What follows belongs to an exercise in optimizing a design on an open flow for small area; a production flow would make more cautious choices. Function was checked by simulation only, so behaviour that the tests miss may differ from the original. No driver is modelled on the clock port, so clock power and skew are understated where the tree is cut down; a real chip needs a root buffer or a tree. Power figures rest on the tool's default switching activity, not on a simulated workload.

==> flow/design.v <==
module top(input clk, rst_raw, up, left, right, down,
           input [15:0] switches, output dp, a, b, c, d, e, f, g,
           output [3:0] anode, output load_done, output fsm_done);
    wire up_clean, left_clean, rst, right_clean, down_clean;
    debouncer udb(.clk(clk), .raw(up),      .clean(up_clean));
    debouncer ldb(.clk(clk), .raw(left),    .clean(left_clean));
    debouncer cdb(.clk(clk), .raw(rst_raw), .clean(rst));
    debouncer rdb(.clk(clk), .raw(right),   .clean(right_clean));
    debouncer ddb(.clk(clk), .raw(down),    .clean(down_clean));
    reg b_up, b_left, b_right, b_down;
    always @(posedge clk) begin
        b_up    <= up_clean;
        b_left  <= left_clean  & ~rst;
        b_right <= right_clean;
        b_down  <= down_clean;
    end
    wire any_btn = b_up | b_left | b_right | b_down;
    localparam IDLE = 2'd0, READ = 2'd1, CONV = 2'd3, DISP = 2'd2;
    reg [1:0] ps;
    wire conv = (ps == CONV);
    reg [5:0] cnt;
    wire ld = |cnt[5:3];
    wire c48 = (cnt == 6'd48);
    wire c4849 = (cnt[5:1] == 5'b11000);
    wire fd = (ps != IDLE) | c48 | (cnt == 6'd47);
    assign load_done = ld;
    assign fsm_done = fd;
    always @(posedge clk) begin
        if (rst)
            cnt <= 6'd0;
        else if (!ld)
            cnt <= cnt + {5'd0, b_left};
        else if (!fd) begin
            if (!(cnt == 6'd10 && !b_right))
                cnt <= cnt + 6'd1;
        end else if (c4849)
            cnt <= conv ? 6'd24 : 6'd49;
        else
            cnt <= cnt + 6'd1;
    end
    reg [15:0] mat;
    integer k;
    always @(posedge clk) begin
        for (k = 0; k < 8; k = k + 1)
            if (cnt == k)
                mat[15-2*k -: 2] <= switches[15-2*k -: 2];
    end
    always @(posedge clk) begin
        if (rst)
            ps <= IDLE;
        else case (ps)
            IDLE: if (c48) ps <= READ;
            READ: ps <= CONV;
            CONV: if (c48) ps <= DISP;
            DISP: if (any_btn) ps <= READ;
        endcase
    end
    reg [2:0] sel, cap, shown;
    wire pick = (ps == READ) && any_btn;
    wire start = conv && c4849;
    always @(posedge clk) begin
        if (rst) begin
            sel[2] <= 1'b0;
            cap[2] <= 1'b0;
            shown[2] <= 1'b0;
        end else begin
            if (pick) sel[2] <= 1'b1;
            if (start) cap[2] <= sel[2];
            if (c48) shown[2] <= cap[2];
        end
        if (pick) sel[1:0] <= {~(b_up | b_left), ~b_up & (b_left | ~b_right)};
        if (start) cap[1:0] <= sel[1:0];
        if (c48) shown[1:0] <= cap[1:0];
    end
    reg [9:0] lo;
    reg [1:0] hi;
    wire lz = ~|lo[8:0];
    wire lo_first = lz & ~lo[9];
    wire lo_last = lz & lo[9];
    always @(posedge clk) begin
        lo <= {lo[8:0], (lo[9] ^ lo[6] ^ lz) & ~rst};
        if (rst)
            hi <= 2'd0;
        else
            hi <= hi + {1'b0, lo_last};
    end
    assign anode = (hi == 2'd0) ? 4'b1110 :
                   (hi == 2'd1) ? 4'b0111 :
                   (hi == 2'd2) ? 4'b1011 : 4'b1101;
    wire [1:0] pidx = hi - {1'b0, lo_first};
    wire [1:0] a1 = shown[1] ? mat[11:10] : mat[15:14];
    wire [1:0] a2 = shown[1] ? mat[9:8]   : mat[13:12];
    wire [1:0] b1 = shown[0] ? mat[5:4]   : mat[7:6];
    wire [1:0] b2 = shown[0] ? mat[1:0]   : mat[3:2];
    wire [4:0] val = shown[2] ? (a1 * b1 + a2 * b2) : 5'd0;
    wire tens = (val >= 5'd10);
    wire [3:0] ones = tens ? val - 5'd10 : val[3:0];
    wire [3:0] num = (pidx == 2'd0) ? ones : (pidx == 2'd3) ? {3'b000, tens} : 4'd0;
    reg [6:0] seg;
    always @(*) begin
        case (num)
            4'd0: seg = 7'b0000001;
            4'd1: seg = 7'b1001111;
            4'd2: seg = 7'b0010010;
            4'd3: seg = 7'b0000110;
            4'd4: seg = 7'b1001100;
            4'd5: seg = 7'b0100100;
            4'd6: seg = 7'b0100000;
            4'd7: seg = 7'b0001111;
            4'd8: seg = 7'b0000000;
            4'd9: seg = 7'b0001100;
            default: seg = 7'b1111111;
        endcase
    end
    assign {a, b, c, d, e, f, g} = seg;
    assign dp = 1'b1;
endmodule
module debouncer(input raw, input clk, output reg clean);
    localparam [9:0] INV = 10'b1010101010;
    reg [9:0] s;
    wire [9:0] q = s ^ INV;
    wire z8 = ~|q[8:1];
    wire z9 = z8 & ~q[9];                     
    wire fu = q[9] ^ q[6] ^ (z8 & ~q[0]);     
    wire fd = q[0] ^ q[7] ^ z9;               
    wire hold0 = z9 & (q[0] ^ raw);           
    wire [9:0] nq = {raw ? q[8:0] : {fd, q[9:2]},
                     hold0 ? q[0] : (raw ? fu : q[1])};
    always @(posedge clk) begin
        s <= nq ^ INV;
        if (z9) clean <= ~q[0];
    end
endmodule
==> flow/config.mk <==
export PLATFORM = sky130hd
export DESIGN_NAME = top
export DESIGN_NICKNAME = top
export VERILOG_FILES = /design/flow/design.v
export SDC_FILE = /design/flow/constraint.sdc
export NUM_CORES = 4
export LEC_CHECK = 0
export CAP_MARGIN = 20
export CORE_MARGIN = 2
export CORE_UTILIZATION = 40
export SLEW_MARGIN = 20
==> flow/constraint.sdc <==
create_clock -name core_clock -period 10.0 [get_ports {clk}]
set_input_delay 2.0000 -clock core_clock [delete_from_list [all_inputs] [get_ports {clk}]]
set_output_delay 2.0000 -clock core_clock [all_outputs]
set_load 0.01 [all_outputs]
standard.sh (not shown) runs the stock make flow with config.mk's settings and CLKGATE_MAP_FILE= SYNTH_SCRIPT=/design/flow/synth_recipe.tcl, a recipe that flattens the netlist after the stock synthesis.
==> flow/flow/run.sh <==
#!/bin/bash
# Layout flow: the standard ORFS flow with
#  - synthesis as standard (same yosys synth, flop mapping and register
#    names), except that ABC maps all the logic, adders included, with an
#    area-oriented script (my_synth.tcl, abc_area.script)
#  - port buffers of the smallest buffer cell
#  - a one-level clock tree of four buffers (cts_hook.tcl) instead of
#    TritonCTS's H-tree
# Each tool's output goes to ORFS's own logs under orfs/logs; this script's
# and make's output goes to flow_run.log.
set -euo pipefail
HERE=$(pwd)
export MY_ABC_SCRIPT=$HERE/flow/abc_area.script
export PRE_CTS_TCL=$HERE/flow/cts_hook.tcl
export MY_CTS_BUF=sky130_fd_sc_hd__clkbuf_8
export MY_CTS_NX=3
export MY_CTS_NY=2
export MY_CTS_ROOT=sky130_fd_sc_hd__clkbuf_2
{
  bash standard.sh \
    SYNTH_SCRIPT=$HERE/flow/my_synth.tcl \
    ADDER_MAP_FILE= \
    "BUFFER_PORTS_ARGS=-buffer_cell sky130_fd_sc_hd__buf_1" \
    finish
} > flow_run.log 2>&1
==> flow/flow/abc_area.script <==
strash
balance
rewrite
refactor
balance
rewrite
rewrite -z
balance
refactor -z
rewrite -z
balance
dch -f
amap
topo
Other scripts of this flow, unchanged in this note and not shown: flow/flow/cts_hook.tcl, flow/flow/my_synth.tcl
The baseline went through all stages and came out clean.
Change:
--- a/flow/flow/run.sh
+++ b/flow/flow/run.sh
@@ -5,5 +5,6 @@
 #    area-oriented script (my_synth.tcl, abc_area.script)
 #  - port buffers of the smallest buffer cell
-#  - a one-level clock tree of four buffers (cts_hook.tcl) instead of
+#  - a two-level clock tree, a root buffer driving six buffers
+#    (cts_hook.tcl), instead of
 #    TritonCTS's H-tree
 # Each tool's output goes to ORFS's own logs under orfs/logs; this script's
==> flow/flow/abc_area.script (replaced) <==
strash
balance
rewrite
refactor
balance
rewrite
rewrite -z
balance
refactor -z
rewrite -z
balance
&get -n
&deepsyn -T 30 -S 1
&put
dch -f
amap
topo
What happened:
- The changed run produced a clean layout
- critical path depth went down by 3
- cell area went down slightly
- total power went up slightly
No run of this note takes its clock network from TritonCTS; it comes from the design's own scripts or RTL.

========
## main
RTL: the design.v shown in full above, as it stands there.
Settings: LEC_CHECK=0, CAP_MARGIN=20, CORE_MARGIN=2, CORE_UTILIZATION=40, SLEW_MARGIN=20; clock period 10.0 ns.
==> flow/flow/run.sh <==
#!/bin/bash
# Layout flow: the standard ORFS flow with
#  - synthesis as standard (same yosys synth, flop mapping and register
#    names), except that ABC maps all the logic, adders included, with an
#    area-oriented script
#  - port buffers of the smallest buffer cell
#  - clock tree without dummy loads
# Each tool's output goes to ORFS's own logs under orfs/logs; this script's
# and make's output goes to flow_run.log.
set -euo pipefail
HERE=$(pwd)
export MY_ABC_SCRIPT=$HERE/flow/abc_area.script
{
  bash standard.sh \
    SYNTH_SCRIPT=$HERE/flow/my_synth.tcl \
    ADDER_MAP_FILE= \
    "BUFFER_PORTS_ARGS=-buffer_cell sky130_fd_sc_hd__buf_1" \
    "CTS_ARGS=-sink_clustering_enable -repair_clock_nets -dont_use_dummy_load" \
    finish
} > flow_run.log 2>&1
==> flow/flow/abc_area.script <==
strash
balance
rewrite
refactor
balance
rewrite
rewrite -z
balance
refactor -z
rewrite -z
balance
&get -n
&deepsyn -T 30 -S 1
&put
dch -f
amap
topo
==> flow/flow/my_synth.tcl <==
# synth_recipe.tcl with ABC given an area-oriented script
proc synth {args} { yosys synth -nofsm -noshare {*}$args }
proc abc {args} {
  set i [lsearch -exact $args -script]
  if { $i >= 0 } { lset args [expr {$i + 1}] $::env(MY_ABC_SCRIPT) }
  yosys abc {*}$args
}
source $::env(SCRIPTS_DIR)/synth.tcl
# left out here: clear keep_hierarchy, flatten, clean up, hide names made inside functions, write 1_2_yosys.v
main reached the final stage; the timing, DRC and antenna checks on its layout passed.
Input-level comparison between the feature branch and main:
--- a/flow/flow/run.sh
+++ b/flow/flow/run.sh
@@ -17,3 +17,3 @@
     "BUFFER_PORTS_ARGS=-buffer_cell sky130_fd_sc_hd__buf_1" \
-    "CTS_ARGS=-sink_clustering_enable -repair_clock_nets -dont_use_dummy_load" \
+    "CTS_ARGS=-buf_list sky130_fd_sc_hd__clkbuf_16 -repair_clock_nets -dont_use_dummy_load" \
     finish
--- a/flow/flow/abc_area.script
+++ b/flow/flow/abc_area.script
@@ -11,5 +11,2 @@
 balance
-&get -n
-&deepsyn -T 30 -S 1
-&put
 dch -f
Findings:
- Diff the feature branch and main: path length in cells of the critical path higher in the feature branch
- Route | the feature branch vs main | wire longer in the feature branch
- Between the feature branch and main, the growth of design area from synthesis to finish is lower for main.
- Density: the feature branch denser than main
- For the feature branch, the slowest library cell on the worst path was edfxtp_1, unlike main, where it was a2111oi_0.
- Lower post-place setup slack was reported by main, not the feature branch.
- Comparing main against the feature branch, there is no change at all in post-synthesis register bit count.

========
## rev 12
Another version of the RTL of top (not shown whole).
For scale: about 370 cells after synthesis, roughly 100 flip-flops, ~36 I/O pins, ~3700 um^2 of cells after synthesis.
clock: 10.0 ns
lec_check: 0
cap_margin: 20
core_margin: 2
core_utilization: 40
slew_margin: 20
==> flow/flow/run.sh <==
#!/bin/bash
# Layout flow: the standard ORFS flow with
#  - synthesis as standard (same yosys synth, flop mapping and register
#    names), except that ABC maps all the logic, adders included, with an
#    area-oriented script (my_synth.tcl, abc_area.script), best of four
#    seeds
#  - port buffers of the smallest buffer cell
#  - a two-level clock tree, a root buffer driving six buffers
#    (cts_hook.tcl), instead of
#    TritonCTS's H-tree
# Each tool's output goes to ORFS's own logs under orfs/logs; this script's
# and make's output goes to flow_run.log.
set -euo pipefail
HERE=$(pwd)
export MY_ABC_SCRIPT=$HERE/flow/abc_area.script
export MY_ABC_TRIES=4
export PRE_CTS_TCL=$HERE/flow/cts_hook.tcl
export MY_CTS_BUF=sky130_fd_sc_hd__clkbuf_8
export MY_CTS_NX=3
export MY_CTS_NY=2
export MY_CTS_ROOT=sky130_fd_sc_hd__clkbuf_2
{
  bash standard.sh \
    SYNTH_SCRIPT=$HERE/flow/my_synth.tcl \
    ADDER_MAP_FILE= \
    "BUFFER_PORTS_ARGS=-buffer_cell sky130_fd_sc_hd__buf_1" \
    finish
} > flow_run.log 2>&1
==> flow/flow/cts_hook.tcl <==
# Sourced by ORFS's cts.tcl before clock tree synthesis (PRE_CTS_TCL).
# Replaces TritonCTS's H-tree with a small balanced clock tree: the
# flip-flops are split into MY_CTS_NX columns at x medians, each column
# into MY_CTS_NY groups at y medians; a MY_CTS_BUF buffer placed at each
# group's centre drives the group. The clock port drives these buffers,
# or, if MY_CTS_ROOT names a cell, one such root buffer that drives them.
# All flip-flops see the same buffer depth.
proc clock_tree_synthesis {args} {
  set block [ord::get_db_block]
  set db [ord::get_db]
  set master [$db findMaster $::env(MY_CTS_BUF)]
  set nx $::env(MY_CTS_NX)
  set ny $::env(MY_CTS_NY)
  foreach clk [all_clocks] {
    foreach src [get_property $clk sources] {
      set bterm [$block findBTerm [get_full_name $src]]
      set clknet [$bterm getNet]
      set sinks [$clknet getITerms]
      puts "manual CTS: net [$clknet getName], [llength $sinks] sinks, ${nx}x${ny} [$master getName]"
      set cols [my_cts_chunks [lsort -command my_cts_cmpx $sinks] $nx]
      set groups {}
      foreach col $cols {
        foreach grp [my_cts_chunks [lsort -command my_cts_cmpy $col] $ny] {
          if {[llength $grp] > 0} { lappend groups $grp }
        }
      }
      # with more than four leaf buffers, a root buffer drives them
      set drv $clknet
      if {[info exists ::env(MY_CTS_ROOT)] && $::env(MY_CTS_ROOT) ne ""} {
        set rinst [odb::dbInst_create $block [$db findMaster $::env(MY_CTS_ROOT)] "clkbuf_root_[$clknet getName]"]
        set drv [odb::dbNet_create $block "clknet_root_[$clknet getName]"]
        $drv setSigType CLOCK
        [$rinst findITerm A] connect $clknet
        [$rinst findITerm X] connect $drv
        set rx 0
        set ry 0
        foreach it $sinks {
          set rx [expr {$rx + [my_cts_x $it]}]
          set ry [expr {$ry + [my_cts_y $it]}]
        }
        $rinst setLocation [expr {int($rx / [llength $sinks])}] [expr {int($ry / [llength $sinks])}]
        $rinst setPlacementStatus PLACED
      }
      set i 0
      foreach grp $groups {
        set name "clkbuf_q${i}_[$clknet getName]"
        set inst [odb::dbInst_create $block $master $name]
        set net [odb::dbNet_create $block "clknet_q${i}_[$clknet getName]"]
        $net setSigType CLOCK
        set gx 0
        set gy 0
        foreach it $grp {
          $it disconnect
          $it connect $net
          set gx [expr {$gx + [my_cts_x $it]}]
          set gy [expr {$gy + [my_cts_y $it]}]
        }
        [$inst findITerm A] connect $drv
        [$inst findITerm X] connect $net
        $inst setLocation [expr {int($gx / [llength $grp])}] [expr {int($gy / [llength $grp])}]
        $inst setPlacementStatus PLACED
        incr i
      }
    }
  }
}
proc my_cts_x {it} { return [[[$it getInst] getBBox] xMin] }
proc my_cts_y {it} { return [[[$it getInst] getBBox] yMin] }
proc my_cts_cmpx {a b} { expr {[my_cts_x $a] - [my_cts_x $b]} }
proc my_cts_cmpy {a b} { expr {[my_cts_y $a] - [my_cts_y $b]} }
proc my_cts_chunks {lst n} {
  set out {}
  set len [llength $lst]
  for {set i 0} {$i < $n} {incr i} {
    lappend out [lrange $lst [expr {$i * $len / $n}] [expr {($i + 1) * $len / $n - 1}]]
  }
  return $out
}
==> flow/flow/my_synth.tcl <==
# synth_recipe.tcl with ABC given an area-oriented script (MY_ABC_SCRIPT).
# The script's deep synthesis is randomised and time-limited, so ABC is run
# MY_ABC_TRIES times with different seeds ({SEED} in the script) and the
# smallest mapped result is kept.
proc synth {args} { yosys synth -nofsm -noshare {*}$args }
proc abc {args} {
  set i [lsearch -exact $args -script]
  set tries [expr {[info exists ::env(MY_ABC_TRIES)] ? $::env(MY_ABC_TRIES) : 1}]
  set lib [lindex $::env(LIB_FILES) 0]
  set fh [open $::env(MY_ABC_SCRIPT) r]
  set text [read $fh]
  close $fh
  yosys design -save my_pre_abc
  set best_area -1
  set best 0
  for {set t 1} {$t <= $tries} {incr t} {
    set script "$::env(OBJECTS_DIR)/abc_try$t.script"
    set fh [open $script w]
    puts -nonewline $fh [string map [list "{SEED}" $t] $text]
    close $fh
    set targs $args
    if { $i >= 0 } { lset targs [expr {$i + 1}] $script }
    yosys design -load my_pre_abc
    yosys abc {*}$targs
    yosys tee -q -o $::env(OBJECTS_DIR)/abc_try$t.stat stat -liberty $lib
    set fh [open $::env(OBJECTS_DIR)/abc_try$t.stat r]
    set st [read $fh]
    close $fh
    regexp {Chip area for module[^:]*:\s*([0-9.eE+]+)} $st -> area
    puts "ABC try $t: area $area"
    yosys design -save my_abc_try$t
    if { $best_area < 0 || $area < $best_area } {
      set best_area $area
      set best $t
    }
  }
  puts "ABC keeps try $best: area $best_area"
  yosys design -load my_abc_try$best
}
source $::env(SCRIPTS_DIR)/synth.tcl
# left out here: clear keep_hierarchy, flatten, clean up, hide names made inside functions, write 1_2_yosys.v
Other scripts of this flow, unchanged in this note and not shown: flow/flow/abc_area.script
diff inputs: rev 12 => rev 13
--- a/flow/flow/run.sh
+++ b/flow/flow/run.sh
@@ -15,8 +15,8 @@
 export MY_ABC_SCRIPT=$HERE/flow/abc_area.script
-export MY_ABC_TRIES=4
+export MY_ABC_TRIES=1
 export PRE_CTS_TCL=$HERE/flow/cts_hook.tcl
 export MY_CTS_BUF=sky130_fd_sc_hd__clkbuf_8
-export MY_CTS_NX=3
-export MY_CTS_NY=2
-export MY_CTS_ROOT=sky130_fd_sc_hd__clkbuf_2
+export MY_CTS_NX=5
+export MY_CTS_NY=1
+export MY_CTS_ROOT=sky130_fd_sc_hd__clkbuf_1
 {
--- outcome ---
The flow did not stop early for rev 13: all stages ran, and the layout cleared the timing, DRC and antenna checks.
The higher headroom to the max-slew limit of rev 12 and rev 13 is in rev 12.
Compared with rev 12, rev 13 shows design area higher by 39 um^2.
Synthesized cell area came out higher on rev 13 than on rev 12.
Rev 13 ended with less area added between synthesis and finish than rev 12.
Compared with rev 12, in rev 13 worst-case setup margin in the final layout down 500 ps, number of different library cells in the post-synthesis netlist down 3.
In every run of this note, the design's own scripts or RTL, not TritonCTS, make the clock network.

==> what the ideal ports hide <==
How much do the figures lean on ideal ports? The routed layouts below were timed once more, with nothing changed but the port constraints.
Step 1 assumes that a clkbuf_16 drives the clock port and a buf_2 every other input.
Step 2 times the ports against the registers' clock, not the clock port: input delays grow and output delays shrink by t, the midpoint of the rising clock arrivals with the driver on.
a / b / c = ideal / step 1 / step 2; a / b = the first two.
run | shift t [ns] | slack for setup (ns) | latest minus earliest clock arrival (ns) | slew at the worst register clock pin (ns)
the first run of note 1 | 0.515 | 4.070 / 4.045 / 4.560 | 0.010 / 0.010 | 0.11 / 0.11
the second run of note 1 | 0.526 | 3.769 / 3.745 / 4.271 | 0.009 / 0.009 | 0.11 / 0.11
main | 0.382 | 3.925 / 3.894 / 4.276 | 0.030 / 0.030 | 0.10 / 0.10
the feature branch | 0.362 | 4.270 / 4.233 / 4.595 | 0.019 / 0.018 | 0.07 / 0.07
rev 12 | 0.529 | 4.283 / 4.257 / 4.786 | 0.008 / 0.008 | 0.10 / 0.10
rev 13 | 0.639 | 3.785 / 3.760 / 4.400 | 0.009 / 0.009 | 0.12 / 0.12
After both steps every run listed still meets setup and hold.
